Source: an optimization exercise on an open RTL-to-GDS flow (aim: small area and a short achievable clock period). Production flows keep margins and buffers that such runs may drop. At most, simulation tests tie the RTL to the original design; equivalence was not proved. Only the layout flow was run in runs 4, 7 and 8; the RTL was not checked for function there.

==> flow/design.v, too long to show whole: its modules and the start of the top module <==
// module f_padd: 34 lines
// module f_pge: 9 lines
// module f_front: 17 lines
// module f_align: 10 lines
// module f_lzc: 28 lines
// module f_esub: 9 lines
// module f_norm: 21 lines
// module fadd1: 25 lines
// module fadd2: 30 lines
// module dly: 22 lines
// module fmulc: 43 lines
// module csa_m1: 270 lines
// module csa_m2: 224 lines
// module csa_m3: 306 lines
// module csa_m4: 332 lines
// module dct_core: 69 lines
module dct_core (
    input                clk,
    input                rst_n,
    input                start,
    input signed [255:0] a1,
    output               done,
    output       [255:0] final_output
);
  // ...
==> flow/flow/run.sh <==
#!/bin/bash
set -e
bash standard.sh BUFFER_PORTS_ARGS="-buffer_cell sky130_fd_sc_hd__buf_4" \
    SETUP_SLACK_MARGIN=6.6 finish > flow.log 2>&1
==> flow/standard.sh <==
#!/bin/bash
# synth_recipe.tcl (not shown) runs the flow's synth.tcl, then flattens the netlist and writes it again
# the make line also repeats each setting of config.mk as NAME=value (left out here)
make -C /OpenROAD-flow-scripts/flow DESIGN_CONFIG=/design/flow/config.mk WORK_HOME=/design/flow/orfs CLKGATE_MAP_FILE= SYNTH_SCRIPT=/design/flow/synth_recipe.tcl "${@:-finish}"
==> flow/config.mk <==
export PLATFORM = sky130hd
export DESIGN_NAME = dct_core
export DESIGN_NICKNAME = dct_core
export VERILOG_FILES = /design/flow/design.v
export SDC_FILE = /design/flow/constraint.sdc
export NUM_CORES = 8
export LEC_CHECK = 0
export ABC_AREA = 1
export CAP_MARGIN = 20
export CORE_MARGIN = 2
export CORE_UTILIZATION = 60
export CTS_CLUSTER_DIAMETER = 70
export CTS_CLUSTER_SIZE = 30
export PLACE_DENSITY = 0.72
export SLEW_MARGIN = 40
==> flow/constraint.sdc <==
create_clock -name core_clock -period 10.0 [get_ports {clk}]
set_input_delay 2.0000 -clock core_clock [delete_from_list [all_inputs] [get_ports {clk}]]
set_output_delay 2.0000 -clock core_clock [all_outputs]
set_load 0.01 [all_outputs]
==> flow_metrics.py, run 1 <==
metrics = {
    "route": {
        "drc_errors": 0,
        "wl_met2_um": 379000,
    },
    "synthesis": {
        "async_flop_share": 0,
        "synth_warnings": 17,
        "yosys.area.top_type": "dfxtp_1",
        "synth_edf_count": 0,
        "synth_top_family_by_area": "simple AND/OR/NAND/NOR gates",
    },
    "floorplanning": {
        "initial_core_util": 0.602,
        "dieWidth_um": 680,
        "core-area_mm2": 0.456,
    },
    "timing": {
        "timing.hold.ws_ns": 0.310,
        "slew_headroom": 0.186,
        "rsz0062_at_grt": "true",
    },
    "critical_path": {
        "cp_num_buf_inv": 1,
        "cp-startpoint": "dl_d.g_regs.s[7].r[42]",
        "slowest_stage": "dfxtp_4",
    },
    "finish": {
        "multi_input_area_share": 0.498,
        "seq_share": 0.341,
        "largest_register_ffs": 512,
        "bufAreaShareNonClock": 0.0361,
    },
    "placement": {
        "dp_hpwl_um": 630000,
    },
    "clocking": {
        "clk_pin_slew_ns": 0.11,
        "clkSinkCount": 5200,
    },
    "min_path": {
        "hold_end": "u_b07.c2.g_regs.s[0].r[56]",
    },
    "global_route": {
        "met2_usage": 0.559,
    },
    "run_status": {
        "status": "timing/DRC/antenna clean",
    },
}
==> run 2, diff against run 1 <==
--- a/flow/config.mk
+++ b/flow/config.mk
@@ -14,2 +14,3 @@
 export PLACE_DENSITY = 0.72
 export SLEW_MARGIN = 40
+export TNS_END_PERCENT = 30
==> run 2 against run 1 <==
Net effect: setup slack lost 0.050 ns; non-clock buffer count shrank 71; wire length shrank 1.1%; synthesized area did not move; synthesized cell count stayed put; clock skew grew 0.021 ns; global-route usage shrank 0.26 points; register-to-register slack got worse by 0.07 ns; flip-flop and latch count stayed put; highest routed layer unchanged; final cell count decreased by 0.28%.
==> flow_metrics.py, run 2 <==
metrics = {
    "route": {
        "wl_per_cell_um": 19.5,
        "firstDrtPassIters": 10,
        "ant_nets": 0,
        "drc_errors": 0,
        "drt_wl_total_um": 825000,
        "vias": 237755,
        "vias_per_cell": 5.63,
        "drt_iter0_drc": 22388,
    },
    "critical_path": {
        "worst-path-stages": 1,
        "cp_num_buf_inv": 1,
        "r2r-end": "u_e4.k1.g_regs.s[0].r[37]",
        "path_class": "flop to primary output",
        "rrSetupSlack_ns": 6.48,
        "cp-startpoint": "dl_d.g_regs.s[7].r[36]",
        "max_stage_delay_ns": 0.40,
        "cpLargestDelayFamily": "flip-flops",
        "crit-reg2reg-launch": "u_c5.c3.g_regs.s[0].r[22]",
        "crit_chain": "buf_4",
        "start_kind": "flop",
        "worstPathMaxFanout": 1,
        "worstPathRequired_ns": 8.00,
        "slowest_stage": "dfxtp_1",
        "crit_end": "final_output[228]",
        "reg2regPathDepth": 10,
        "end_kind": "primary output",
        "cp.arrival_ns": 1.58,
    },
    "synthesis": {
        "async_flop_share": 0,
        "netlist_top_cells_area": "dfxtp_1 38%, nand2_1 11%, ha_1 8.7%",
        "yosys-top-cells-count": "8,023 x nand2_1, 5,200 x dfxtp_1, 4,483 x inv_1",
        "synth_ff_type": "dfxtp_1",
        "ys_ff_latch": 5200,
        "yosysUniqueCellTypes": 93,
        "netlist_area_mm2": 0.274,
        "synth_area_per_cell_um2": 7.71,
        "yosys.cell_count.top_type": "nand2_1",
        "synth_warnings": 17,
        "netlist.area_leader.share": 0.380,
        "yosys.area.top_type": "dfxtp_1",
        "ys_seq_area_frac": 0.380,
        "synth_edf_count": 0,
        "syn_nets": 38461,
        "synthCells": 35547,
    },
    "finish": {
        "layout-drive-gt1-share": 0.0909,
        "utilization": 0.668,
        "final_cell_mix": "7,911 x nand2_1, 5,009 x dfxtp_1, 4,327 x inv_1",
        "final_common_cell": "nand2_1",
        "fin_nets": 38884,
        "fillers": 38774,
        "largest_register_ffs": 512,
        "top_regs": "dl_d.g_regs.s.r: 512 flops, dl_e.g_regs.s.r: 288 flops, dl_b7.g_regs.s.r: 256 flops",
        "synthToLayoutAreaGrowth_pct": 11.0,
        "largest_register": "dl_d.g_regs.s.r",
    },
    "clocking": {
        "holdBufCountCts": 0,
        "clk_pin_slew_ns": 0.11,
        "clk_path_buf_depth": 4,
        "cts-root-buf": "clkbuf_16",
        "clkSinkCount": 5200,
        "cts-buffers-inserted": 316,
        "cts_tree": "built",
        "clkLatencyLatePin_ns": 1.03,
        "cts_max_level": 5,
    },
    "run": {
        "maxCapViolCount": 0,
    },
    "floorplanning": {
        "ioPinCount": 516,
        "initial_core_util": 0.602,
        "rows": 248,
        "die_area_mm2": 0.462,
        "core-area_mm2": 0.456,
        "dieWidth_um": 680,
        "dieHeight_um": 680,
    },
    "timing": {
        "worstMarginPinSlew_ns": 1.02,
        "fin_crit_sh": 0.358,
        "rsz0062_at_grt": "true",
        "finalMaxSlewViolations": 0,
        "tns_ns": 0,
        "finClkSkew_ns": 0.0656,
        "fmax_mhz": 279,
        "fin_crit_ns": 3.58,
        "slew_headroom": 0.309,
        "finalSetupViolations": 0,
        "finalHoldViolations": 0,
    },
    "global_route": {
        "met3_usage": 0.0461,
        "met2_usage": 0.555,
        "grt_pass1_wl_um": 1250000,
        "antenna_found_initial": 38,
        "grt_max_degree": 67,
        "globalRouteMet1Util": 0.423,
        "grt_overflow": 0,
        "grt_usage": 0.338,
        "busiest_layer": "met2",
        "grt_pass1_vias": 222973,
    },
    "min_path": {
        "hold_path.class": "flop to flop",
    },
    "placement": {
        "dp_hpwl_um": 629000,
        "port_buffers": 515,
        "gp_congestion": 1.02,
    },
    "run_status": {
        "status": "timing/DRC/antenna clean",
    },
}
## run 2: cell type report
| cell class | instances | area [um^2] | area share |
|---|---|---|---|
| multi-input combinational | 24598 | 152000 | 0.499 |
| sequential | 5200 | 104000 | 0.344 |
| inverter | 4670 | 18400 | 0.0604 |
| timing repair buffer | 1118 | 9400 | 0.0309 |
| clock buffer | 334 | 8150 | 0.0268 |
| tap | 6000 | 7510 | 0.0247 |
| clock inverter | 223 | 4130 | 0.0136 |
| timing repair inverter | 66 | 399 | 0.00131 |
| antenna | 16 | 40.0 | 0.000132 |
## run 2: per-layer routing
metal	routed length [um]	up-vias	part of all wire
li1	-	115899	-
met1	332000	109708	0.40
met2	373000	9779	0.45
met3	59600	2361	0.072
met4	61300	8	0.074
met5	48	-	0.000058
## run 2: cells by family (layout without fill, tap and decap cells)
| family | count (synthesis) | in the layout | share of synthesized area |
|---|---|---|---|
| AND/OR/NAND/NOR | 14795 | 14890 | 0.229 |
| buffers and inverters | 5848 | 6411 | 0.0844 |
| AO/OA/AOI/OAI | 5427 | 5431 | 0.111 |
| flip-flops | 5200 | 5200 | 0.380 |
| adder cells (fa/ha/maj) | 2655 | 2655 | 0.142 |
| XOR/XNOR | 1294 | 1294 | 0.0417 |
| multiplexers | 328 | 328 | 0.0120 |
| other | 0 | 16 | 0 |
## run 2: how the worst min path moves through the flow
stage | from | endpoint | slack, ns | depth (start not counted)
floorplan | dl_b7.g_regs.s[0].r[0] | dl_b7.g_regs.s[1].r[0] | 0.31 | 0
global placement | dl_f.g_regs.s[1].r[35] | dl_f.g_regs.s[2].r[35] | 0.31 | 0
detailed placement | dl_b7.g_regs.s[0].r[9] | dl_b7.g_regs.s[1].r[9] | 0.31 | 0
CTS | u_e2.k3.g_regs.s[0].r[3] | dl_e.g_regs.s[0].r[67] | 0.30 | 0
global route | u_f23.c3.g_regs.s[0].r[25] | dl_f.g_regs.s[0].r[25] | 0.30 | 0
finish | u_e2.k3.g_regs.s[0].r[3] | dl_e.g_regs.s[0].r[67] | 0.30 | 0
## run 2: repair_timing
action / CTS / global route
gates resized for setup: 644 / 708
pin swaps: 91 / 131
buffers inserted: 166 / 266
cloned: 116 / 75
setup endpoints to repair: 1980 / 1894
## run 2: metrics by stage
step           hold slack (ns)  cell area (um^2)  setup slack [ns]  instances
5_1_grt                  0.299            304000              6.33      42220
6_report                 0.301            304000              6.42      42225
3_3_place_gp             0.310            282000              4.64      41026
2_1_floorplan            0.310            275000              6.30      35547
3_5_place_dp             0.312            282000              4.79      41028
4_1_cts                  0.299            299000              6.35      41867
==> run 3, diff against run 2 <==
--- a/flow/config.mk
+++ b/flow/config.mk
@@ -12,5 +12,5 @@
 export CTS_CLUSTER_DIAMETER = 70
 export CTS_CLUSTER_SIZE = 30
+export GPL_ROUTABILITY_DRIVEN = 0
 export PLACE_DENSITY = 0.72
 export SLEW_MARGIN = 40
-export TNS_END_PERCENT = 30
==> run 3 against run 2 <==
Net effect: now fails the layout checks on max-capacitance violations, max-slew violations; via count up 0.99%; core utilization up 0.61 points; first-iteration DRC count up 18%; register-to-register slack better by 0.13 ns; maximum frequency up 1.8%; wire length down 4.9%; count of clock-buffer cells in the layout up 4; largest cell class unchanged; highest routed layer unchanged.
==> flow_metrics.py, run 3 <==
metrics = {
    "timing": {
        "tns_ns": 0,
        "fin_crit_sh": 0.351,
        "rsz0062_at_grt": "true",
        "worstMarginPinSlew_ns": 1.52,
        "fmax_mhz": 285,
        "finalSetupViolations": 0,
        "finalHoldViolations": 0,
        "fin_crit_ns": 3.51,
        "slew_headroom": -0.0244,
        "finalMaxSlewViolations": 5,
        "finClkSkew_ns": 0.0451,
    },
    "floorplanning": {
        "initial_core_util": 0.602,
        "ioPinCount": 516,
        "core-area_mm2": 0.456,
        "rows": 248,
        "dieHeight_um": 680,
        "dieWidth_um": 680,
        "die_area_mm2": 0.462,
    },
    "route": {
        "drc_errors": 0,
        "vias_per_cell": 5.67,
        "firstDrtPassIters": 14,
        "wl_per_cell_um": 18.5,
        "ant_nets": 0,
        "drt_wl_total_um": 785000,
        "vias": 240114,
        "drt_iter0_drc": 26329,
    },
    "critical_path": {
        "end_kind": "primary output",
        "worstPathMaxFanout": 1,
        "rrSetupSlack_ns": 6.61,
        "crit_chain": "buf_6",
        "crit-reg2reg-launch": "u_b13.c3.g_regs.s[0].r[26]",
        "reg2regPathDepth": 19,
        "start_kind": "flop",
        "cpLargestDelayFamily": "flip-flops",
        "worstPathRequired_ns": 8.00,
        "max_stage_delay_ns": 0.37,
        "cp.arrival_ns": 1.51,
        "slowest_stage": "dfxtp_4",
        "r2r-end": "u_c5.c1.g_regs.s[0].r[7]",
        "cp_num_buf_inv": 1,
        "path_class": "flop to primary output",
    },
    "finish": {
        "final_cell_mix": "7,896 x nand2_1, 4,786 x dfxtp_1, 4,310 x inv_1",
        "layout-drive-gt1-share": 0.103,
        "largest_register": "dl_d.g_regs.s.r",
        "fin_nets": 38994,
        "final_cell_area_mm2": 0.307,
        "final_common_cell": "nand2_1",
        "utilization": 0.674,
        "synthToLayoutAreaGrowth_pct": 12.0,
        "largest_register_ffs": 512,
        "top_regs": "dl_d.g_regs.s.r: 512 flops, dl_e.g_regs.s.r: 288 flops, dl_b7.g_regs.s.r: 256 flops",
        "final_cells": 42335,
    },
    "clocking": {
        "clk_path_buf_depth": 4,
        "cts-buffers-inserted": 315,
        "clkSinkCount": 5200,
        "holdBufCountCts": 0,
        "cts_tree": "built",
        "cts-root-buf": "clkbuf_16",
        "clkLatencyLatePin_ns": 1.03,
        "clk_pin_slew_ns": 0.10,
        "cts_max_level": 5,
    },
    "synthesis": {
        "synth_warnings": 17,
        "synthMuxAreaShare": 0.0120,
        "synthXorXnorAreaFrac": 0.0417,
        "synth-compound-area-share": 0.111,
        "ys_ff_latch": 5200,
        "syn_nets": 38461,
        "ys_seq_area_frac": 0.380,
        "yosys-top-cells-count": "8,023 x nand2_1, 5,200 x dfxtp_1, 4,483 x inv_1",
        "netlist_area_mm2": 0.274,
        "yosys.area_share.adder": 0.142,
        "yosys.cell_count.top_type": "nand2_1",
        "async_flop_share": 0,
        "synth-simple-area-share": 0.229,
        "synthCells": 35547,
        "netlist.area_leader.share": 0.380,
        "yosys.area.top_type": "dfxtp_1",
        "synth_ff_type": "dfxtp_1",
        "synth_top_family_by_area": "simple AND/OR/NAND/NOR gates",
        "netlist_top_cells_area": "dfxtp_1 38%, nand2_1 11%, ha_1 8.7%",
        "yosysUniqueCellTypes": 93,
        "synth_area_per_cell_um2": 7.71,
        "synth_edf_count": 0,
    },
    "global_route": {
        "grt_usage": 0.317,
        "antenna_found_initial": 34,
        "grt_overflow": 0,
        "grt_max_degree": 72,
        "grt_pass1_wl_um": 1190000,
        "grt_pass1_vias": 220763,
    },
    "run": {
        "maxCapViolCount": 1,
    },
    "min_path": {
        "hold_depth": 0,
        "hold_path.class": "flop to flop",
        "hold_end": "u_d3.c2.g_regs.s[0].r[32]",
        "hp-start": "u_d3.c1.g_regs.s[0].r[55]",
    },
    "run_status": {
        "status": "failed layout checks",
        "violations": "max-capacitance violations, max-slew violations",
    },
    "placement": {
        "port_buffers": 515,
        "place_inst": 40998,
        "dp_hpwl_um": 580000,
        "dpl_cell_area_mm2": 0.281,
    },
}
## run 3: cell types whose count changed in the layout (fill, tap and decap cells not counted), sizes merged, moves of 3 or more
cell,before,now
inv,4645,4636
o21a,61,64
diode,16,25
clkinv,142,132
nand2,8195,8221
clkinvlp,161,177
buf,1098,1165
clkbuf,350,359
## run 3: timing repair
item | CTS | global route
setup endpoints to repair | 2008 | 1754
buffers inserted | 182 | 351
pin swaps | 116 | 192
resized for setup | 1082 | 944
gates cloned | 134 | 97
## run 3: how the worst max path moves through the flow
stage / start / end / cells after the start
after global routing: dl_f.g_regs.s[2].r[31] / final_output[63] / 1
after CTS: dl_f.g_regs.s[2].r[31] / final_output[63] / 1
after floorplan: a1[247] / u_b07.c0.g_regs.s[0].r[5] / 10
final: dl_f.g_regs.s[2].r[31] / final_output[63] / 1
after global placement: a1[60] / u_b13.c0.g_regs.s[0].r[65] / 9
after detailed placement: u_c04.c3.g_regs.s[0].r[55] / u_d01.c1.g_regs.s[0].r[8] / 18
## run 3: layer usage
layer  vias to the layer above  global-route usage  wire, um
met3                      2948              0.0529     67200
li1                     116210                   -         -
met5                         -                   0        99
met2                     11860               0.509    346000
met1                    109080               0.394    308000
met4                        16               0.206     63600
## run 3: kinds of logic (layout without fill, tap and decap cells)
kind of cell / after synthesis / after routing
flops: 5200 / 5200
buf+inv: 5848 / 6482
simple gates: 14795 / 14916
fa+ha+maj: 2655 / 2655
xor+xnor: 1294 / 1294
other cells: 0 / 25
compound gates: 5427 / 5435
mux: 328 / 328
## run 3: cell type report
class | instances | area (um^2)
Timing Repair Buffer | 1189 | 11000
Clock buffer | 338 | 8300
Fill cell | 37612 | 149000
Antenna cell | 25 | 62.6
Sequential cell | 5200 | 105000
Multi-Input combinational cell | 24628 | 153000
Timing Repair inverter | 76 | 460
Clock inverter | 209 | 3640
Inverter | 4670 | 18400
Tap cell | 6000 | 7510
## run 3: metrics by stage
stage	worst slack (ns)	hold slack, ns
global placement	4.29	0.309
detailed placement	4.89	0.312
global route	6.42	0.304
floorplan	6.30	0.310
CTS	6.41	0.313
finish	6.49	0.310
==> module f_padd, before the edit <==
module f_padd #(parameter W = 26) (
    input  [W-1:0] a,
    input  [W-1:0] b,
    output [W-1:0] s
);
    function integer lg2(input integer n);
        integer t;
        begin
            lg2 = 0;
            for (t = 1; t < n; t = t * 2) lg2 = lg2 + 1;
        end
    endfunction
    localparam L = lg2(W);
    wire [W-1:0] g [0:L];
    wire [W-1:0] p [0:L];
    assign g[0] = a & b;
    assign p[0] = a ^ b;
    genvar l, i;
    generate
        for (l = 0; l < L; l = l + 1) begin : lv
            for (i = 0; i < W; i = i + 1) begin : bt
                if ((i >> l) & 1) begin : cmb
                    localparam J = ((i >> l) << l) - 1;
                    assign g[l+1][i] = g[l][i] | (p[l][i] & g[l][J]);
                    assign p[l+1][i] = p[l][i] & p[l][J];
                end else begin : pas
                    assign g[l+1][i] = g[l][i];
                    assign p[l+1][i] = p[l][i];
                end
            end
        end
    endgenerate
    assign s = p[0] ^ {g[L][W-2:0], 1'b0};
endmodule
==> run 4, diff against run 3 <==
--- a/flow/design.v
+++ b/flow/design.v
@@ -4,12 +4,5 @@
     output [W-1:0] s
 );
-    function integer lg2(input integer n);
-        integer t;
-        begin
-            lg2 = 0;
-            for (t = 1; t < n; t = t * 2) lg2 = lg2 + 1;
-        end
-    endfunction
-    localparam L = lg2(W);
+    localparam L = $clog2(W);
     wire [W-1:0] g [0:L];
     wire [W-1:0] p [0:L];
--- a/flow/config.mk
+++ b/flow/config.mk
@@ -12,5 +12,4 @@
 export CTS_CLUSTER_DIAMETER = 70
 export CTS_CLUSTER_SIZE = 30
-export GPL_ROUTABILITY_DRIVEN = 0
 export PLACE_DENSITY = 0.72
 export SLEW_MARGIN = 40
==> run 4 against run 3 <==
Net effect: now clean on timing, DRC and antenna; critical path depth stayed put; design area shrank 0.11%; non-clock buffer count is 62 lower; register-to-register slack about the same; synthesized area rose by 0.17%; final cell count is 0.53% lower; setup slack worse by 0.0017 ns.
==> flow_metrics.py, run 4 <==
metrics = {
    "synthesis": {
        "synthCells": 35451,
        "synth_area_per_cell_um2": 7.74,
        "netlist_top_cells_area": "dfxtp_1 38%, nand2_1 11%, ha_1 8.7%",
        "syn_nets": 38365,
        "netlist.area_leader.share": 0.379,
        "yosys.area.top_type": "dfxtp_1",
        "yosysUniqueCellTypes": 105,
        "ys_ff_latch": 5200,
        "synth_warnings": 17,
        "synth_edf_count": 0,
        "yosys-top-cells-count": "7,834 x nand2_1, 5,200 x dfxtp_1, 4,377 x inv_1",
        "async_flop_share": 0,
        "synth_ff_type": "dfxtp_1",
        "ys_seq_area_frac": 0.379,
        "netlist_area_mm2": 0.274,
        "yosys.cell_count.top_type": "nand2_1",
    },
    "route": {
        "firstDrtPassIters": 10,
        "drc_errors": 0,
        "ant_nets": 0,
        "vias": 238661,
        "vias_per_cell": 5.67,
        "drt_wl_total_um": 848000,
        "drt_iter0_drc": 22880,
        "wl_per_cell_um": 20.1,
    },
    "global_route": {
        "grt_overflow": 0,
        "grt_pass1_wl_um": 1270000,
        "grt_pass1_vias": 223790,
        "antenna_found_initial": 32,
        "grt_max_degree": 76,
        "grt_usage": 0.346,
    },
    "critical_path": {
        "worstPathRequired_ns": 8.00,
        "end_kind": "primary output",
        "cp.arrival_ns": 1.52,
        "cp_num_buf_inv": 1,
        "worst-path-stages": 1,
        "cpLargestDelayFamily": "flip-flops",
        "cp-startpoint": "u_y17.c3.g_regs.s[0].r[21]",
        "rrSetupSlack_ns": 6.60,
        "crit_end": "final_output[21]",
        "max_stage_delay_ns": 0.37,
        "worstPathMaxFanout": 1,
        "slowest_stage": "dfxtp_2",
        "r2r-end": "u_e2.k1.g_regs.s[0].r[36]",
        "crit_chain": "buf_6",
        "crit-reg2reg-launch": "u_c2.c3.g_regs.s[0].r[24]",
        "reg2regPathDepth": 11,
        "start_kind": "flop",
        "path_class": "flop to primary output",
    },
    "clocking": {
        "clk_pin_slew_ns": 0.11,
        "clk_path_buf_depth": 4,
        "cts_tree": "built",
        "cts_max_level": 5,
        "cts-root-buf": "clkbuf_16",
        "clkSinkCount": 5200,
        "clkLatencyLatePin_ns": 1.05,
        "cts-buffers-inserted": 309,
    },
    "placement": {
        "dpl_cell_area_mm2": 0.282,
        "dp_hpwl_um": 644000,
        "gp_congestion": 1.01,
        "port_buffers": 515,
    },
    "run_status": {
        "status": "timing/DRC/antenna clean",
    },
    "timing": {
        "rsz0062_at_grt": "true",
        "finalSetupViolations": 0,
        "fin_crit_sh": 0.352,
        "tns_ns": 0,
        "worstMarginPinSlew_ns": 0.945,
        "slew_headroom": 0.364,
        "finClkSkew_ns": 0.0812,
        "finalHoldViolations": 0,
        "fmax_mhz": 284,
        "timing.hold.ws_ns": 0.296,
        "fin_crit_ns": 3.52,
        "finalMaxSlewViolations": 0,
    },
    "finish": {
        "fin_nets": 38781,
        "top_regs": "dl_d.g_regs.s.r: 512 flops, dl_e.g_regs.s.r: 288 flops, dl_b7.g_regs.s.r: 256 flops",
        "final_common_cell": "nand2_1",
        "largest_register_ffs": 512,
        "register_area_mm2": 0.105,
        "layout-drive-gt1-share": 0.103,
        "final_cell_area_mm2": 0.307,
        "fillers": 38258,
        "largest_register": "dl_d.g_regs.s.r",
        "utilization": 0.673,
        "final_cell_mix": "7,723 x nand2_1, 4,756 x dfxtp_1, 4,248 x inv_1",
        "multi_input_area_mm2": 0.153,
        "synthToLayoutAreaGrowth_pct": 11.7,
    },
    "min_path": {
        "hold_path.class": "flop to flop",
        "hold_depth": 0,
    },
    "floorplanning": {
        "initial_core_util": 0.602,
        "rows": 248,
        "dieHeight_um": 680,
        "dieWidth_um": 680,
        "die_area_mm2": 0.463,
        "ioPinCount": 516,
        "core-area_mm2": 0.456,
    },
    "run": {
        "maxCapViolCount": 0,
    },
}
[run 4: worst min-delay path by stage]
stage                              end  slack, ns                     from
2_1_floorplan   dl_b7.g_regs.s[1].r[0]       0.31   dl_b7.g_regs.s[0].r[0]
3_3_place_gp   dl_b7.g_regs.s[3].r[23]       0.31  dl_b7.g_regs.s[2].r[23]
3_5_place_dp   dl_b7.g_regs.s[1].r[27]       0.31  dl_b7.g_regs.s[0].r[27]
4_1_cts         dl_c4.g_regs.s[1].r[6]       0.28   dl_c4.g_regs.s[0].r[6]
5_1_grt         dl_c4.g_regs.s[1].r[6]       0.28   dl_c4.g_regs.s[0].r[6]
6_report        dl_c4.g_regs.s[1].r[6]       0.30   dl_c4.g_regs.s[0].r[6]
[run 4: layout make-up]
class                           count  share of cell area
Timing Repair Buffer             1127              0.0362
Antenna cell                       20            0.000163
Tap cell                         6000              0.0245
Inverter                         4582              0.0588
Timing Repair inverter             61             0.00116
Multi-Input combinational cell  24586               0.500
Clock buffer                      327              0.0260
Sequential cell                  5200               0.342
Clock inverter                    209              0.0117
[run 4: per-layer routing]
layer  up-vias  GRT usage  share of wire  wire, um
li1     115708          -              -         -
met1    110490      0.424           0.39    333000
met2     10115      0.574           0.46    388000
met3      2336     0.0503          0.074     62500
met4        12      0.212          0.076     64400
met5         -          0       0.000080        68
[run 4: per-stage QoR]
step | instances | setup WS [ns]
finish | 42112 | 6.48
global route | 42093 | 6.42
CTS | 41741 | 6.38
detailed placement | 40919 | 5.16
global placement | 40915 | 4.76
floorplan | 35451 | 6.31
[run 4: logic make-up after synthesis]
logic type	Yosys count	synth area share
and+or+nand+nor	14740	0.229
buffers and inverters	5767	0.0837
AOI/OAI and AO/OA	5417	0.111
DFF	5200	0.379
adders and majority gates	2655	0.141
xor gates and xnor gates	1331	0.0430
muxes	341	0.0125
[run 4: repair_timing]
| action | CTS | global route |
|---|---|---|
| resized for setup | 1089 | 978 |
| setup buffers | 176 | 256 |
| gates cloned | 110 | 95 |
| pin swaps | 92 | 144 |
| setup endpoints to repair | 2020 | 1772 |
| hold buffers | 0 | 0 |
==> module fadd2, before the edit <==
module fadd2 #(parameter [3:0] C = 4'b1110) (
    input         clk,
    input  [31:0] a,
    input  [31:0] b,
    output [31:0] ya,
    output [31:0] ys
);
    wire        comp;
    wire [63:0] q0, q1;
    wire [55:0] r1, r2;
    f_front f (.a(a[30:0]), .b(b[30:0]), .comp(comp), .q(q0));
    wire        sa1, ss1, x1;
    dly #(67, C[0]) c0 (clk, {comp ? a[31] : b[31], comp ? a[31] : ~b[31], a[31] ^ b[31], q0},
                             {sa1, ss1, x1, q1});
    f_align al (.q(q1), .x(x1), .r(r1));
    wire        sa2, ss2, x2;
    dly #(59, C[1]) c1 (clk, {sa1, ss1, x1, r1}, {sa2, ss2, x2, r2});
    wire [23:0] ml = r2[47:24], mt = r2[23:0];
    wire [25:0] sa, sz;
    f_padd #(26) aa (.a({1'b0, ml, 1'b1}), .b({x2, mt, x2}), .s(sa));
    f_padd #(26) az (.a({1'b0, ml, 1'b1}), .b({~x2, ~mt, ~x2}), .s(sz));
    wire [24:0] ma3, ms3;
    wire [7:0]  e3;
    wire        sa3, ss3;
    dly #(60, C[2]) c2 (clk, {sa2, ss2, r2[55:48], sa[25:1], sz[25:1]}, {sa3, ss3, e3, ma3, ms3});
    wire [31:0] ya0, ys0;
    f_norm na (.s(sa3), .e(e3), .m(ma3), .y(ya0));
    f_norm ns (.s(ss3), .e(e3), .m(ms3), .y(ys0));
    dly #(64, C[3]) c3 (clk, {ya0, ys0}, {ya, ys});
endmodule
==> module dct_core, before the edit <==
module dct_core (
    input                clk,
    input                rst_n,
    input                start,
    input signed [255:0] a1,
    output               done,
    output       [255:0] final_output
);
localparam [3:0] CF = 4'b1111;
localparam [3:0] CA = 4'b1110;
localparam [2:0] CM = 3'b101;
function integer ones(input [3:0] c);
    ones = c[0] + c[1] + c[2] + c[3];
endfunction
localparam LF = ones(CF);
localparam LA = ones(CA);
localparam LM = ones({1'b0, CM});
localparam T1 = LF;           
localparam T2 = T1 + LA;      
localparam T3 = T2 + LA;      
localparam T4 = T3 + LM;      
localparam T5 = T4 + LA;      
localparam T6 = T5 + LA;      
localparam NEG = 32'h80000000;
wire [31:0] x0 = a1[255:224], x1 = a1[223:192], x2 = a1[191:160], x3 = a1[159:128];
wire [31:0] x4 = a1[127:96],  x5 = a1[95:64],   x6 = a1[63:32],   x7 = a1[31:0];
wire [31:0] b0, b1, b2, b3, b4, b5, b6, b7;
fadd2 #(CF) u_b07 (clk, x0, x7, b0, b7);
fadd2 #(CF) u_b13 (clk, x1, x6, b1, b3);
fadd2 #(CF) u_b46 (clk, x2, x5, b4, b6);
fadd2 #(CF) u_b52 (clk, x3, x4, b5, b2);
wire [31:0] c0, c1, c2, c3, c4, c5, c6;
fadd2 #(CA) u_c04 (clk, b0, b5, c0, c4);
fadd2 #(CA) u_c31 (clk, b1, b4, c3, c1);
fadd1 #(CA) u_c2  (clk, b2, b6, c2);
fadd1 #(CA) u_c5  (clk, b3, b7, c5);
fadd1 #(CA) u_c6  (clk, b3, b6, c6);
wire [31:0] d0, d1, d3, d4;
fadd2 #(CA) u_d01 (clk, c0, c3, d0, d1);
fadd1 #(CA) u_d3  (clk, c1, c4, d3);
fadd1 #(CA) u_d4  (clk, c2, c5 ^ NEG, d4);
wire [31:0] e2, e3, e4, e6, e7, e2i, e3i, e4i;
fmulc #(24'h8a8c15, 8'd126, 24'hec82f0, 0, CM) u_e2 (clk, c2, e2i);
fmulc #(24'hb50481, 8'd126, 24'hb50566, 0, CM) u_e3 (clk, c6, e3i);
fmulc #(24'ha73b64, 8'd127, 24'hc3f181, 2, CM) u_e4 (clk, c5, e4i);
fmulc #(24'hb50481, 8'd126, 24'hb50566, 0, CM) u_e6 (clk, d3, e6);
fmulc #(24'hc3f141, 8'd125, 24'ha73b9b, 0, CM) u_e7 (clk, d4, e7);
dly #(96, T4 - T2 - LM) dl_e (clk, {e2i, e3i, e4i}, {e2, e3, e4});
wire [31:0] b7d, c4d;
dly #(32, T4 - T1) dl_b7 (clk, b7, b7d);
dly #(32, T4 - T2) dl_c4 (clk, c4, c4d);
wire [31:0] f2, f3, f4, f5, f6, f7;
fadd2 #(CA) u_f23 (clk, c4d, e6, f2, f3);
fadd2 #(CA) u_f45 (clk, b7d, e3, f4, f5);
fadd1 #(CA) u_f6  (clk, e2, e7, f6);
fadd1 #(CA) u_f7  (clk, e4, e7, f7);
wire [31:0] y0, y1, y2, y3, y4, y5, y6, y7;
fadd2 #(CA) u_y17 (clk, f4, f7, y1, y7);
fadd2 #(CA) u_y53 (clk, f5, f6, y5, y3);
dly #(64, T6 - T3) dl_d (clk, {d0, d1}, {y0, y4});
dly #(64, T6 - T5) dl_f (clk, {f2, f3}, {y2, y6});
assign final_output = {y0, y1, y2, y3, y4, y5, y6, y7};
reg [T6-1:0] vld;
always @(posedge clk) begin
    if (rst_n) vld <= {T6{1'b0}};
    else       vld <= {vld[T6-2:0], start};
end
assign done = vld[T6-1];
endmodule
==> run 5, diff against run 4 <==
--- a/flow/design.v
+++ b/flow/design.v
@@ -4,5 +4,12 @@
     output [W-1:0] s
 );
-    localparam L = $clog2(W);
+    function integer lg2(input integer n);
+        integer t;
+        begin
+            lg2 = 0;
+            for (t = 1; t < n; t = t * 2) lg2 = lg2 + 1;
+        end
+    endfunction
+    localparam L = lg2(W);
     wire [W-1:0] g [0:L];
     wire [W-1:0] p [0:L];
@@ -145,5 +152,5 @@
     dly #(32, C[3]) c3 (clk, y0, y);
 endmodule
-module fadd2 #(parameter [3:0] C = 4'b1110) (
+module fadd2 #(parameter [3:0] C = 4'b1110, parameter D = 0) (
     input         clk,
     input  [31:0] a,
@@ -161,5 +168,5 @@
     f_align al (.q(q1), .x(x1), .r(r1));
     wire        sa2, ss2, x2;
-    dly #(59, C[1]) c1 (clk, {sa1, ss1, x1, r1}, {sa2, ss2, x2, r2});
+    dly #(59, C[1] + D) c1 (clk, {sa1, ss1, x1, r1}, {sa2, ss2, x2, r2});
     wire [23:0] ml = r2[47:24], mt = r2[23:0];
     wire [25:0] sa, sz;
@@ -1410,5 +1417,5 @@
 fadd1 #(CA) u_c6  (clk, b3, b6, c6);
 wire [31:0] d0, d1, d3, d4;
-fadd2 #(CA) u_d01 (clk, c0, c3, d0, d1);
+fadd2 #(CA, T6 - T3) u_d01 (clk, c0, c3, d0, d1);     
 fadd1 #(CA) u_d3  (clk, c1, c4, d3);
 fadd1 #(CA) u_d4  (clk, c2, c5 ^ NEG, d4);
@@ -1424,5 +1431,5 @@
 dly #(32, T4 - T2) dl_c4 (clk, c4, c4d);
 wire [31:0] f2, f3, f4, f5, f6, f7;
-fadd2 #(CA) u_f23 (clk, c4d, e6, f2, f3);
+fadd2 #(CA, T6 - T5) u_f23 (clk, c4d, e6, f2, f3);     
 fadd2 #(CA) u_f45 (clk, b7d, e3, f4, f5);
 fadd1 #(CA) u_f6  (clk, e2, e7, f6);
@@ -1431,6 +1438,6 @@
 fadd2 #(CA) u_y17 (clk, f4, f7, y1, y7);
 fadd2 #(CA) u_y53 (clk, f5, f6, y5, y3);
-dly #(64, T6 - T3) dl_d (clk, {d0, d1}, {y0, y4});
-dly #(64, T6 - T5) dl_f (clk, {f2, f3}, {y2, y6});
+assign y0 = d0, y4 = d1;
+assign y2 = f2, y6 = f3;
 assign final_output = {y0, y1, y2, y3, y4, y5, y6, y7};
 reg [T6-1:0] vld;
--- a/flow/config.mk
+++ b/flow/config.mk
@@ -12,4 +12,4 @@
 export CTS_CLUSTER_DIAMETER = 70
 export CTS_CLUSTER_SIZE = 30
-export PLACE_DENSITY = 0.72
+export PLACE_DENSITY = 0.65
 export SLEW_MARGIN = 40
==> run 5 against run 4 <==
Net effect: sequential share of layout area decreased by 0.34 points; critical endpoint is now u_b07.c3.g_regs.s[0].r[27]; wire length decreased by 3.9%; still clean on timing, DRC and antenna; core utilization increased by 0.34 points.
==> flow_metrics.py, run 5 <==
metrics = {
    "synthesis": {
        "ys_seq_area_frac": 0.378,
        "yosys-top-cells-count": "8,035 x nand2_1, 5,145 x dfxtp_1, 4,455 x inv_1",
        "yosys.cell_count.top_type": "nand2_1",
        "ys_ff_latch": 5145,
        "yosys.area.top_type": "dfxtp_1",
        "netlist_area_mm2": 0.273,
        "netlist.area_leader.share": 0.378,
        "syn_nets": 38429,
        "async_flop_share": 0,
        "synth_edf_count": 0,
        "synth_area_per_cell_um2": 7.68,
        "synthCells": 35514,
        "synth_warnings": 17,
        "netlist_top_cells_area": "dfxtp_1 38%, nand2_1 11%, ha_1 8.8%",
        "synth_ff_type": "dfxtp_1",
        "yosysUniqueCellTypes": 93,
    },
    "timing": {
        "slew_headroom": 0.102,
        "finalHoldViolations": 0,
        "finClkSkew_ns": 0.0640,
        "finalMaxSlewViolations": 0,
        "fmax_mhz": 283,
        "worstMarginPinSlew_ns": 1.34,
        "fin_crit_sh": 0.354,
        "finalSetupViolations": 0,
        "rsz0062_at_grt": "true",
        "fin_crit_ns": 3.54,
        "layout_setup_ws_ns": 6.46,
        "tns_ns": 0,
    },
    "route": {
        "wl_met2_um": 379000,
        "drc_errors": 0,
        "drt_iter0_drc": 19840,
        "vias": 237571,
        "firstDrtPassIters": 9,
        "dr.max_layer_used": "met5",
        "drt_wl_total_um": 815000,
        "dr_wl_met3_um": 56200,
        "vias_per_cell": 5.61,
        "ant_nets": 0,
        "wl_per_cell_um": 19.2,
        "wl_met1_um": 317000,
    },
    "finish": {
        "final_cell_area_mm2": 0.306,
        "top_regs": "u_d01.c1.g_regs.s.r: 531 flops, dl_e.g_regs.s.r: 288 flops, dl_b7.g_regs.s.r: 256 flops",
        "largest_register": "u_d01.c1.g_regs.s.r",
        "final_common_cell": "nand2_1",
        "synthToLayoutAreaGrowth_pct": 12.2,
        "utilization": 0.676,
        "fin_nets": 38881,
        "layout-drive-gt1-share": 0.101,
        "fillers": 38117,
        "largest_register_ffs": 531,
        "final_cell_mix": "7,915 x nand2_1, 4,756 x dfxtp_1, 4,273 x inv_1",
    },
    "floorplanning": {
        "rows": 247,
        "initial_core_util": 0.603,
        "ioPinCount": 516,
        "core-area_mm2": 0.453,
        "dieHeight_um": 678,
        "dieWidth_um": 678,
        "die_area_mm2": 0.460,
    },
    "placement": {
        "port_buffers": 515,
        "preCtsSetupSlack_ns": 4.95,
        "gp_congestion": 1.05,
        "dpl_cell_area_mm2": 0.281,
        "dp_hpwl_um": 617000,
    },
    "global_route": {
        "grt_pass1_wl_um": 1240000,
        "grt_pass1_vias": 223468,
        "antenna_found_initial": 60,
        "grt_overflow": 0,
        "grt_max_degree": 67,
        "grt_usage": 0.335,
    },
    "min_path": {
        "hp-start": "dl_b7.g_regs.s[1].r[29]",
        "hold_path.class": "flop to flop",
        "hold_end": "dl_b7.g_regs.s[2].r[29]",
        "hold_depth": 0,
    },
    "critical_path": {
        "worstPathRequired_ns": 10.84,
        "reg2regPathDepth": 17,
        "rrSetupSlack_ns": 6.46,
        "crit-reg2reg-launch": "u_b07.c2.g_regs.s[0].r[24]",
        "cp.arrival_ns": 4.37,
        "end_kind": "flop",
        "start_kind": "flop",
        "path_class": "flop to flop",
        "r2r-end": "u_b07.c3.g_regs.s[0].r[27]",
        "worstPathMaxFanout": 18,
    },
    "clocking": {
        "clk_pin_slew_ns": 0.10,
        "cts-buffers-inserted": 322,
        "cts-root-buf": "clkbuf_16",
        "clkLatencyLatePin_ns": 1.04,
        "cts_tree": "built",
        "clk_path_buf_depth": 4,
        "clkSinkCount": 5145,
        "holdBufCountCts": 0,
        "cts_max_level": 5,
    },
    "run": {
        "maxCapViolCount": 0,
    },
    "run_status": {
        "status": "timing/DRC/antenna clean",
    },
}
[run 5: logic make-up (layout without fill, tap and decap cells)]
logic type      after synthesis  in the layout  synth area share
flops                      5145           5145             0.378
xor+xnor                   1312           1312            0.0424
other cells                   0            174                 0
mux                         352            352            0.0130
fa+ha+maj                  2656           2656             0.142
compound gates             5359           5364             0.109
buf+inv                    5827           6423            0.0846
simple gates              14863          14964             0.231
[run 5: final cells by class]
class / count / area (um^2) / share of cell area
inverters: 4648 / 18300 / 0.0599
clock inverters: 233 / 4150 / 0.0136
repair inverters: 62 / 360 / 0.00118
multi-input cells: 24648 / 153000 / 0.499
flip-flops and latches: 5145 / 104000 / 0.338
diodes: 174 / 435 / 0.00142
repair buffers: 1139 / 10800 / 0.0352
clock buffers: 341 / 8290 / 0.0271
well taps: 5976 / 7480 / 0.0244
[run 5: timing repair]
item | CTS | global route
resized for setup | 1039 | 937
pin swaps | 99 | 154
gates cloned | 111 | 82
endpoints found under the hold margin | 0 | 0
buffers inserted | 168 | 292
setup endpoints to repair | 1987 | 1788
[run 5: metrics by stage]
stage                     cells  hold slack, ns
after floorplan           35514           0.310
after global routing      42314           0.284
after detailed placement  40964           0.312
after global placement    40961           0.310
after CTS                 41817           0.276
final                     42366           0.301
[run 5: worst max path at each step]
stage	startpoint	endpoint	depth (start not counted)
floorplan	a1[60]	u_b13.c0.g_regs.s[0].r[55]	13
global placement	u_b07.c2.g_regs.s[0].r[19]	u_b07.c3.g_regs.s[0].r[27]	15
detailed placement	u_e6.k3.g_regs.s[0].r[23]	u_f23.c1.g_regs.s[0].r[0]	17
CTS	u_f23.c3.g_regs.s[0].r[31]	final_output[63]	1
global route	u_b07.c2.g_regs.s[0].r[23]	u_b07.c3.g_regs.s[0].r[3]	13
finish	u_b07.c2.g_regs.s[0].r[24]	u_b07.c3.g_regs.s[0].r[27]	17
[run 5: worst max-delay path: stages, from the launching register on]
cell and delay (ns):
dfxtp_2 0.35, inv_1 0.10, nand2_2 0.11, nor3_4 0.27, nand2_4 0.14, clkinvlp_4 0.15, buf_4 0.13, a21oi_4 0.07
nand2_8 0.11, clkinv_8 0.10, ha_4 0.18, fa_2 0.39, nor2_2 0.15, nor2_1 0.06, nor2_1 0.10, nor2_1 0.06
or2_4 0.23, a21oi_4 0.65
[run 5: per-layer routing]
layer  global-route usage  up-vias
met5                    0        -
met4                0.218       28
met3               0.0529     2527
met2                0.563     9645
met1                0.399   109364
li1                     -   116007
==> run 6, diff against run 5 <==
--- a/flow/config.mk
+++ b/flow/config.mk
@@ -12,4 +12,4 @@
 export CTS_CLUSTER_DIAMETER = 70
 export CTS_CLUSTER_SIZE = 30
-export PLACE_DENSITY = 0.65
+export PLACE_DENSITY = 0.72
 export SLEW_MARGIN = 40
==> run 6 against run 5 <==
Net effect: critical path type is now flop to primary output; hold slack improved by 0.013 ns; global-route usage decreased by 0.76 points; design area shrank 0.43%; non-clock buffer count is 48 lower; register-to-register slack improved by 0.16 ns; maximum frequency is 1.1% higher; die area did not move; first-iteration DRC count grew 16%; still clean on timing, DRC and antenna; setup slack gained 0.039 ns; synthesized cell count unchanged.
==> flow_metrics.py, run 6 <==
metrics = {
    "critical_path": {
        "end_kind": "primary output",
        "cpLargestDelayFamily": "flip-flops",
        "crit_chain": "buf_6",
        "cp_num_buf_inv": 1,
        "worstPathRequired_ns": 8.00,
        "max_stage_delay_ns": 0.36,
        "path_class": "flop to primary output",
        "cp.arrival_ns": 1.50,
        "slowest_stage": "dfxtp_2",
        "worstPathMaxFanout": 1,
        "start_kind": "flop",
    },
    "synthesis": {
        "synth_warnings": 17,
        "syn_nets": 38429,
        "netlist_top_cells_area": "dfxtp_1 38%, nand2_1 11%, ha_1 8.8%",
        "async_flop_share": 0,
        "synthCells": 35514,
        "ys_ff_latch": 5145,
        "yosysUniqueCellTypes": 93,
        "synth_ff_type": "dfxtp_1",
        "yosys-top-cells-count": "8,035 x nand2_1, 5,145 x dfxtp_1, 4,455 x inv_1",
        "synth_area_per_cell_um2": 7.68,
        "netlist_area_mm2": 0.273,
        "ys_seq_area_frac": 0.378,
        "netlist.area_leader.share": 0.378,
        "yosys.area.top_type": "dfxtp_1",
        "synth_edf_count": 0,
        "yosys.cell_count.top_type": "nand2_1",
    },
    "global_route": {
        "grt_overflow": 0,
        "antenna_found_initial": 57,
        "grt_max_degree": 67,
        "grt_pass1_wl_um": 1210000,
        "grt_usage": 0.328,
        "grt_pass1_vias": 221702,
    },
    "floorplanning": {
        "ioPinCount": 516,
        "rows": 247,
        "initial_core_util": 0.603,
        "core-area_mm2": 0.453,
        "die_area_mm2": 0.460,
        "dieWidth_um": 678,
        "dieHeight_um": 678,
    },
    "finish": {
        "top_regs": "u_d01.c1.g_regs.s.r: 531 flops, dl_e.g_regs.s.r: 288 flops, dl_b7.g_regs.s.r: 256 flops",
        "final_cell_mix": "7,908 x nand2_1, 4,732 x dfxtp_1, 4,288 x inv_1",
        "fillers": 38509,
        "largest_register": "u_d01.c1.g_regs.s.r",
        "layout-drive-gt1-share": 0.100,
        "fin_nets": 38824,
        "final_common_cell": "nand2_1",
        "largest_register_ffs": 531,
        "final_cells": 42149,
        "synthToLayoutAreaGrowth_pct": 11.7,
        "utilization": 0.673,
    },
    "route": {
        "drt_iter0_drc": 22966,
        "vias": 237499,
        "ant_nets": 0,
        "wl_met1_um": 330000,
        "drc_errors": 0,
        "firstDrtPassIters": 9,
        "wl_per_cell_um": 19.0,
        "vias_per_cell": 5.63,
        "wl_met2_um": 360000,
        "dr.max_layer_used": "met5",
        "dr_wl_met3_um": 63200,
        "drt_wl_total_um": 800000,
    },
    "timing": {
        "tns_ns": 0,
        "fmax_mhz": 286,
        "slew_headroom": 0.320,
        "finClkSkew_ns": 0.0605,
        "finalHoldViolations": 0,
        "worstMarginPinSlew_ns": 1.02,
        "finalMaxSlewViolations": 0,
        "rsz0062_at_grt": "true",
        "fin_crit_ns": 3.50,
        "fin_crit_sh": 0.350,
        "timing.hold.ws_ns": 0.313,
        "finalSetupViolations": 0,
    },
    "placement": {
        "dp_hpwl_um": 603000,
        "place_inst": 40946,
        "gp_congestion": 1.04,
        "port_buffers": 515,
    },
    "clocking": {
        "cts-root-buf": "clkbuf_16",
        "clk_pin_slew_ns": 0.11,
        "holdBufCountCts": 0,
        "clkLatencyLatePin_ns": 1.02,
        "cts_tree": "built",
        "clk_path_buf_depth": 4,
        "clkSinkCount": 5145,
        "cts-buffers-inserted": 312,
        "cts_max_level": 5,
    },
    "min_path": {
        "hold_path.class": "flop to flop",
    },
    "run": {
        "maxCapViolCount": 0,
    },
    "run_status": {
        "status": "timing/DRC/antenna clean",
    },
}
run 6: cell count changes in the layout (fill, tap and decap cells not counted), sizes merged:
cell / before / now
nand2: 8228 / 8227
diode: 174 / 30
buf: 1114 / 1067
o21ai: 2376 / 2379
clkinvlp: 173 / 158
clkbuf: 361 / 346
bufbuf: 5 / 6
clkinv: 135 / 123
inv: 4628 / 4639
bufinv: 7 / 12
nand3: 3558 / 3555
run 6: cell type report:
cell class	instances	area, um^2	share of cell area
Antenna cell	30	75.1	0.000246
Tap cell	5976	7480	0.0245
Multi-Input combinational cell	24647	153000	0.501
Clock buffer	328	8090	0.0265
Sequential cell	5145	104000	0.340
Inverter	4648	18200	0.0598
Clock inverter	220	3730	0.0122
Timing Repair Buffer	1091	10400	0.0341
Timing Repair inverter	64	373	0.00122
run 6: per-layer routing:
layer,vias to the layer above,global-route usage
met4,30,0.165
met2,9979,0.533
met1,109547,0.423
met3,2194,0.0525
li1,115749,-
met5,-,0
run 6: per-stage QoR:
stage	instance area, um^2	setup WS, ns
floorplan	274000	6.29
global placement	280000	4.49
detailed placement	281000	4.92
CTS	299000	6.41
global route	305000	6.45
finish	305000	6.50
run 6: cells by family after synthesis:
logic type,after synthesis,share of synthesized area
xor gates and xnor gates,1312,0.0424
muxes,352,0.0130
DFF,5145,0.378
buffers and inverters,5827,0.0846
and+or+nand+nor,14863,0.231
AOI/OAI and AO/OA,5359,0.109
adders and majority gates,2656,0.142
run 6: final timing paths:
path / start / to / slack, ns / depth (start not counted)
setup / recovery: u_d01.c3.g_regs.s[0].r[41] / final_output[233] / 6.50 / 1
hold / removal: u_c5.c1.g_regs.s[0].r[55] / u_c5.c2.g_regs.s[0].r[32] / 0.31 / 0
setup reg to reg: u_c5.c3.g_regs.s[0].r[18] / u_e4.k1.g_regs.s[0].r[91] / 6.62 / 10
hold reg to reg: u_c5.c1.g_regs.s[0].r[55] / u_c5.c2.g_regs.s[0].r[32] / 0.31 / 0
run 6: timing repair:
action / in CTS / in global routing
resized for setup: 1109 / 885
pin swaps: 107 / 120
setup endpoints to repair: 2026 / 1821
cloned: 112 / 84
buffers inserted: 184 / 245
hold endpoints to repair: 0 / 0
==> module fmulc, before the edit <==
module fmulc #(parameter [23:0] KM = 24'h800000, parameter [7:0] EA = 8'd127,
               parameter [23:0] THR = 24'h800000, parameter TZ = 0,
               parameter [2:0] C = 3'b101) (
    input         clk,
    input  [31:0] b,
    output [31:0] y
);
    wire [23:0] mb  = {1'b1, b[22:0]};
    wire [8:0]  es  = {1'b0, EA} + {1'b0, b[30:23]};    
    wire        p47 = mb >= THR;
    wire        den = es < 9'd127;                      
    wire        inj = p47 & ~den;
    wire        tie = (TZ == 0) ? ~|b[22:0] : (b[21] & ~|b[20:0]);
    wire [48:0] s, c;
    generate
        if (KM == 24'hb50481)      begin : g1 csa_m1 u (b[22:0], inj, s, c); end
        else if (KM == 24'hc3f141) begin : g2 csa_m2 u (b[22:0], inj, s, c); end
        else if (KM == 24'h8a8c15) begin : g3 csa_m3 u (b[22:0], inj, s, c); end
        else                       begin : g4 csa_m4 u (b[22:0], inj, s, c); end
    endgenerate
    wire [47:0] s1, c1;
    wire [8:0]  es1;
    wire        p1, d1, t1, sg1;
    dly #(109, C[0]) k1 (clk, {s[47:0], c[47:0], es, p47, den, tie, b[31]},
                              {s1, c1, es1, p1, d1, t1, sg1});
    wire [47:0] rf;
    f_padd #(48) cp (.a(s1), .b(c1), .s(rf));
    wire [24:0] r1 = rf[47:23];
    wire [24:0] r;
    wire [8:0]  es2;
    wire        p2, d2, t2, sg2;
    dly #(38, C[1]) k2 (clk, {r1, es1, p1, d1, t1, sg1}, {r, es2, p2, d2, t2, sg2});
    wire [7:0]  ex_n = es2[7:0] - 8'd127;
    wire [8:0]  ex_p = es2 - 9'd126;
    wire        inf  = &ex_p[7:0];
    wire [23:0] top  = r[24:1];                          
    wire [23:0] dsh  = es2[0] ? top >> 2 : top >> 1;     
    wire [22:0] mant = d2 ? dsh[22:0] :
                       ~p2 ? r[22:0] :
                       inf ? 23'b0 : {r[23:2], r[1] & ~t2};
    wire [7:0]  ex   = d2 ? 8'h00 : ~p2 ? ex_n : inf ? 8'hFF : ex_p[7:0];
    dly #(32, C[2]) k3 (clk, {sg2, ex, mant}, y);
endmodule
==> run 7, diff against run 6 <==
--- a/flow/design.v
+++ b/flow/design.v
@@ -224,12 +224,15 @@
         else                       begin : g4 csa_m4 u (b[22:0], inj, s, c); end
     endgenerate
-    wire [47:0] s1, c1;
+    wire [16:0] lo;
+    f_padd #(17) cl (.a({1'b0, s[15:0]}), .b({1'b0, c[15:0]}), .s(lo));
+    wire [31:0] s1, c1;
+    wire        ci1;
     wire [8:0]  es1;
     wire        p1, d1, t1, sg1;
-    dly #(109, C[0]) k1 (clk, {s[47:0], c[47:0], es, p47, den, tie, b[31]},
-                              {s1, c1, es1, p1, d1, t1, sg1});
-    wire [47:0] rf;
-    f_padd #(48) cp (.a(s1), .b(c1), .s(rf));
-    wire [24:0] r1 = rf[47:23];
+    dly #(78, C[0]) k1 (clk, {s[47:16], c[47:16], lo[16], es, p47, den, tie, b[31]},
+                             {s1, c1, ci1, es1, p1, d1, t1, sg1});
+    wire [32:0] rf;
+    f_padd #(33) cp (.a({s1, 1'b1}), .b({c1, ci1}), .s(rf));
+    wire [24:0] r1 = rf[32:8];
     wire [24:0] r;
     wire [8:0]  es2;
==> run 7 against run 6 <==
Net effect: wire length grew 2.2%; maximum frequency shrank 1.5%; die area shrank 0.78%; design area shrank 0.61%; flip-flop and latch count shrank 97; core utilization grew 0.14 points; non-clock buffer count grew 68; final cell count shrank 0.70%.
==> flow_metrics.py, run 7 <==
metrics = {
    "critical_path": {
        "crit_chain": "buf_6",
        "slowest_stage": "dfxtp_4",
        "worstPathRequired_ns": 8.00,
        "path_class": "flop to primary output",
        "end_kind": "primary output",
        "cp.arrival_ns": 1.55,
        "max_stage_delay_ns": 0.38,
        "cpLargestDelayFamily": "flip-flops",
        "start_kind": "flop",
        "worstPathMaxFanout": 1,
        "cp_num_buf_inv": 1,
    },
    "synthesis": {
        "syn_nets": 38129,
        "yosysUniqueCellTypes": 92,
        "netlist_area_mm2": 0.271,
        "synth_area_per_cell_um2": 7.69,
        "yosys.cell_count.top_type": "nand2_1",
        "synth_ff_type": "dfxtp_1",
        "ys_ff_latch": 5048,
        "synthCells": 35206,
        "yosys-top-cells-count": "7,913 x nand2_1, 5,048 x dfxtp_1, 4,370 x inv_1",
        "async_flop_share": 0,
        "yosys.area.top_type": "dfxtp_1",
        "netlist.area_leader.share": 0.373,
        "ys_seq_area_frac": 0.373,
        "netlist_top_cells_area": "dfxtp_1 37%, nand2_1 11%, ha_1 8.9%",
        "synth_edf_count": 0,
        "synth_warnings": 18,
    },
    "placement": {
        "preCtsSetupSlack_ns": 4.72,
        "port_buffers": 515,
        "dp_hpwl_um": 616000,
        "gp_congestion": 1.04,
    },
    "clocking": {
        "clk_path_buf_depth": 4,
        "clkSinkCount": 5048,
        "cts-buffers-inserted": 306,
        "cts-root-buf": "clkbuf_16",
        "clk_pin_slew_ns": 0.10,
        "cts_tree": "built",
        "clkLatencyLatePin_ns": 1.06,
        "cts_max_level": 5,
    },
    "floorplanning": {
        "dieHeight_um": 676,
        "initial_core_util": 0.603,
        "core-area_mm2": 0.449,
        "rows": 246,
        "die_area_mm2": 0.456,
        "ioPinCount": 516,
        "dieWidth_um": 676,
    },
    "timing": {
        "finalHoldViolations": 0,
        "fin_crit_sh": 0.355,
        "fin_crit_ns": 3.55,
        "slew_headroom": 0.354,
        "layout_setup_ws_ns": 6.45,
        "timing.hold.ws_ns": 0.283,
        "finalSetupViolations": 0,
        "tns_ns": 0,
        "finClkSkew_ns": 0.0795,
        "finalMaxSlewViolations": 0,
        "worstMarginPinSlew_ns": 0.961,
        "rsz0062_at_grt": "true",
        "fmax_mhz": 281,
    },
    "route": {
        "dr.max_layer_used": "met5",
        "wl_met2_um": 376000,
        "drc_errors": 0,
        "firstDrtPassIters": 10,
        "drt_iter0_drc": 23052,
        "drt_wl_total_um": 818000,
        "wl_met1_um": 330000,
        "vias": 237057,
        "vias_per_cell": 5.66,
        "wl_per_cell_um": 19.5,
        "ant_nets": 0,
        "dr_wl_met3_um": 62900,
    },
    "global_route": {
        "grt_usage": 0.340,
        "grt_overflow": 0,
        "grt_pass1_vias": 222696,
        "grt_pass1_wl_um": 1240000,
        "antenna_found_initial": 36,
        "grt_max_degree": 67,
    },
    "finish": {
        "fillers": 37805,
        "synthToLayoutAreaGrowth_pct": 11.9,
        "largest_register_ffs": 531,
        "final_common_cell": "nand2_1",
        "top_regs": "u_d01.c1.g_regs.s.r: 531 flops, dl_e.g_regs.s.r: 288 flops, dl_b7.g_regs.s.r: 256 flops",
        "layout-drive-gt1-share": 0.104,
        "final_cell_mix": "7,780 x nand2_1, 4,614 x dfxtp_1, 4,215 x inv_1",
        "fin_nets": 38575,
        "largest_register": "u_d01.c1.g_regs.s.r",
    },
    "min_path": {
        "hold_path.class": "flop to flop",
    },
    "run_status": {
        "status": "timing/DRC/antenna clean",
    },
    "run": {
        "maxCapViolCount": 0,
    },
}
-- run 7: cell types whose count changed after synthesis, sizes merged, moves of 19 or more --
cell,change
nor2,-49
nand3,-22
buf,+43
a31oi,-19
clkbuf,-28
dfxtp,-97
nand2,-120
a21oi,+27
inv,-82
-- run 7: stage by stage --
step / cells / util / instance area [um^2]
final: 41852 / 0.675 / 303000
after detailed placement: 40599 / 0.619 / 278000
after floorplan: 35206 / - / 272000
after global placement: 40595 / 0.619 / 278000
after global routing: 41843 / 0.674 / 303000
after CTS: 41453 / 0.659 / 296000
-- run 7: kinds of logic after synthesis --
group                    share of synthesized area
AND/OR/NAND/NOR                              0.231
flip-flops                                   0.373
buffers and inverters                       0.0847
XOR/XNOR                                    0.0434
multiplexers                                0.0123
adder cells (fa/ha/maj)                      0.144
AO/OA/AOI/OAI                                0.111
-- run 7: final timing paths --
path / startpoint / end / slack [ns] / cells past startpoint
min: dl_b7.g_regs.s[4].r[13] / dl_b7.g_regs.s[5].r[13] / 0.28 / 0
max: u_d01.c3.g_regs.s[0].r[10] / final_output[106] / 6.45 / 1
max reg2reg: u_b52.c3.g_regs.s[0].r[25] / u_c2.c1.g_regs.s[0].r[21] / 6.60 / 16
min reg2reg: dl_b7.g_regs.s[4].r[13] / dl_b7.g_regs.s[5].r[13] / 0.28 / 0
-- run 7: area by class of cell --
class                           count  area [um^2]  share of cell area
Clock inverter                    212         3610              0.0119
Multi-Input combinational cell  24511       153000               0.505
Tap cell                         5952         7450              0.0246
Timing Repair Buffer             1159        10900              0.0359
Clock buffer                      327         7910              0.0261
Timing Repair inverter             58          338             0.00112
Inverter                         4568        18000              0.0594
Antenna cell                       17         42.5            0.000140
Sequential cell                  5048       102000               0.336
-- run 7: per-layer routing --
layer	up-vias	track usage
li1	114939	-
met1	109873	0.429
met2	9938	0.564
met3	2281	0.0532
met4	26	0.168
met5	-	0
-- run 7: what timing repair did --
action	CTS	global route
gates cloned	123	76
pin swaps	120	185
buffers inserted	192	306
resized for setup	1119	973
endpoints found under the setup margin	2040	1876
hold buffers	0	0
==> run 8, diff against run 7 <==
--- a/flow/config.mk
+++ b/flow/config.mk
@@ -13,3 +13,3 @@
 export CTS_CLUSTER_SIZE = 30
 export PLACE_DENSITY = 0.72
-export SLEW_MARGIN = 40
+export SLEW_MARGIN = 30
==> run 8 against run 7 <==
Net effect: critical path depth unchanged; design area increased by 0.16%; global-route usage decreased by 0.057 points; die area unchanged; final cell count about the same; via count about the same; critical path type unchanged; critical endpoint unchanged.
==> flow_metrics.py, run 8 <==
metrics = {
    "synthesis": {
        "yosys.cell_count.top_type": "nand2_1",
        "yosysUniqueCellTypes": 92,
        "netlist.area_leader.share": 0.373,
        "ys_ff_latch": 5048,
        "yosys.area.top_type": "dfxtp_1",
        "yosys-top-cells-count": "7,913 x nand2_1, 5,048 x dfxtp_1, 4,370 x inv_1",
        "syn_nets": 38129,
        "synthCells": 35206,
        "synth_ff_type": "dfxtp_1",
        "ys_seq_area_frac": 0.373,
    },
    "critical_path": {
        "crit_chain": "buf_6",
        "cp-startpoint": "u_d01.c3.g_regs.s[0].r[10]",
        "cp.arrival_ns": 1.54,
        "rrSetupSlack_ns": 6.51,
        "worstPathRequired_ns": 8.00,
        "r2r-end": "u_c6.c1.g_regs.s[0].r[21]",
        "cp_num_buf_inv": 1,
        "end_kind": "primary output",
        "worst-path-stages": 1,
        "worstPathMaxFanout": 1,
        "max_stage_delay_ns": 0.38,
        "crit-reg2reg-launch": "u_b46.c3.g_regs.s[0].r[18]",
    },
    "min_path": {
        "hp-start": "u_d01.c1.g_regs.s[1].r[3]",
        "hold_end": "u_d01.c1.g_regs.s[2].r[3]",
        "hold_path.class": "flop to flop",
        "hold_depth": 0,
    },
    "clocking": {
        "clkLatencyLatePin_ns": 1.06,
        "clkSinkCount": 5048,
        "cts-buffers-inserted": 304,
        "clk_pin_slew_ns": 0.10,
        "cts-root-buf": "clkbuf_16",
        "clk_path_buf_depth": 4,
    },
    "timing": {
        "finalSetupViolations": 0,
        "rsz0062_at_grt": "true",
        "fin_crit_ns": 3.54,
        "fin_crit_sh": 0.354,
        "tns_ns": 0,
        "finalHoldViolations": 0,
        "slew_headroom": 0.224,
    },
    "placement": {
        "port_buffers": 515,
        "dpl_cell_area_mm2": 0.278,
    },
    "finish": {
        "fin_nets": 38586,
        "final_common_cell": "nand2_1",
        "synthToLayoutAreaGrowth_pct": 12.1,
        "final_cell_mix": "7,772 x nand2_1, 4,630 x dfxtp_1, 4,221 x inv_1",
        "layout-drive-gt1-share": 0.104,
        "top_regs": "u_d01.c1.g_regs.s.r: 531 flops, dl_e.g_regs.s.r: 288 flops, dl_b7.g_regs.s.r: 256 flops",
        "multi_input_area_mm2": 0.153,
        "final_cell_area_mm2": 0.303,
    },
    "route": {
        "vias_per_cell": 5.67,
        "drc_errors": 0,
        "vias": 237240,
        "firstDrtPassIters": 9,
        "drt_wl_total_um": 818000,
        "wl_per_cell_um": 19.5,
    },
    "floorplanning": {
        "dieHeight_um": 676,
        "dieWidth_um": 676,
        "ioPinCount": 516,
        "initial_core_util": 0.603,
        "die_area_mm2": 0.456,
    },
    "global_route": {
        "antenna_found_initial": 50,
        "grt_usage": 0.339,
    },
    "run": {
        "maxCapViolCount": 0,
    },
    "run_status": {
        "status": "timing/DRC/antenna clean",
    },
}
run 8: routing by layer:
layer  routed length [um]  vias up  share of wire  track usage
li1                     -   115021              -            -
met1               331000   109717           0.40        0.429
met2               374000    10044           0.46        0.562
met3                62300     2432          0.076       0.0510
met4                51300       26          0.063        0.174
met5                  180        -        0.00022            0
run 8: stage by stage:
step / cells / setup WS (ns) / hold slack (ns)
2_1_floorplan: 35206 / 6.24 / 0.310
3_3_place_gp: 40595 / 3.91 / 0.310
3_5_place_dp: 40597 / 4.72 / 0.312
4_1_cts: 41437 / 6.39 / 0.263
5_1_grt: 41853 / 6.41 / 0.266
6_report: 41865 / 6.46 / 0.283
run 8: final cells by class:
class / instances / area share
antenna: 24 / 0.000198
clock buffer: 326 / 0.0262
clock inverter: 206 / 0.0119
inverter: 4568 / 0.0593
multi-input combinational: 24518 / 0.505
sequential: 5048 / 0.335
tap: 5952 / 0.0245
timing repair buffer: 1167 / 0.0364
timing repair inverter: 56 / 0.00107
run 8: kinds of logic (layout without fill, tap and decap cells):
kind of cell,count (synthesis),after routing,share of synthesized area
and+or+nand+nor,14666,14780,0.231
buffers and inverters,5762,6323,0.0847
AOI/OAI and AO/OA,5404,5412,0.111
DFF,5048,5048,0.373
adders and majority gates,2664,2664,0.144
xor gates and xnor gates,1330,1330,0.0434
muxes,332,332,0.0123
other,0,24,0
run 8: what timing repair did:
item	4_1_cts	5_1_grt
resized for setup	1147	1012
endpoints found under the setup margin	2073	1880
pin swaps	122	203
setup buffers	186	320
cloned	122	84
run 8: worst max-delay path by stage:
| stage | slack [ns] | to |
|---|---|---|
| after floorplan | 6.24 | u_b52.c0.g_regs.s[0].r[5] |
| after global placement | 3.91 | u_b07.c3.g_regs.s[0].r[26] |
| after detailed placement | 4.72 | u_f6.c1.g_regs.s[0].r[1] |
| after CTS | 6.39 | final_output[106] |
| after global routing | 6.41 | final_output[106] |
| final | 6.46 | final_output[106] |

[re-timing with driven ports]
The flow's constraints put no driver on any port. The routed layouts listed below were extracted and timed again, unchanged, in two steps. Step 1: set_driving_cell puts a clkbuf_16 on clk and a buf_2 on each other input, an assumption about the parent block. Step 2 adds t to the input delays and takes it off the output delays; t is the mean of the earliest and latest rising clock arrival at the registers after step 1. Input paths then give back, and output paths get back, about the clock's delay inside the block. a / b / c = no drivers / after step 1 / after step 2; a / b = the first two.
run	t, ns	setup WS [ns]	worst setup path after step 2	worst data-port slew with drivers (ns)
run 1	1.146	6.471 / 6.332 / 5.651	input to register	0.07
run 2	1.144	6.421 / 6.288 / 5.596	input to register	0.08
run 3	1.141	6.485 / 6.356 / 5.597	input to register	0.06
run 4	1.139	6.483 / 6.355 / 5.644	input to register	0.09
run 5	1.147	6.463 / 6.357 / 5.708	input to register	0.06
run 6	1.127	6.502 / 6.369 / 5.685	input to register	0.07
run 7	1.155	6.447 / 6.315 / 5.662	input to register	0.05
run 8	1.155	6.459 / 6.327 / 5.727	input to register	0.05
For run 3, which loses most, drivers alone change the setup slack by -0.129 ns; drivers and shift together by -0.888 ns.
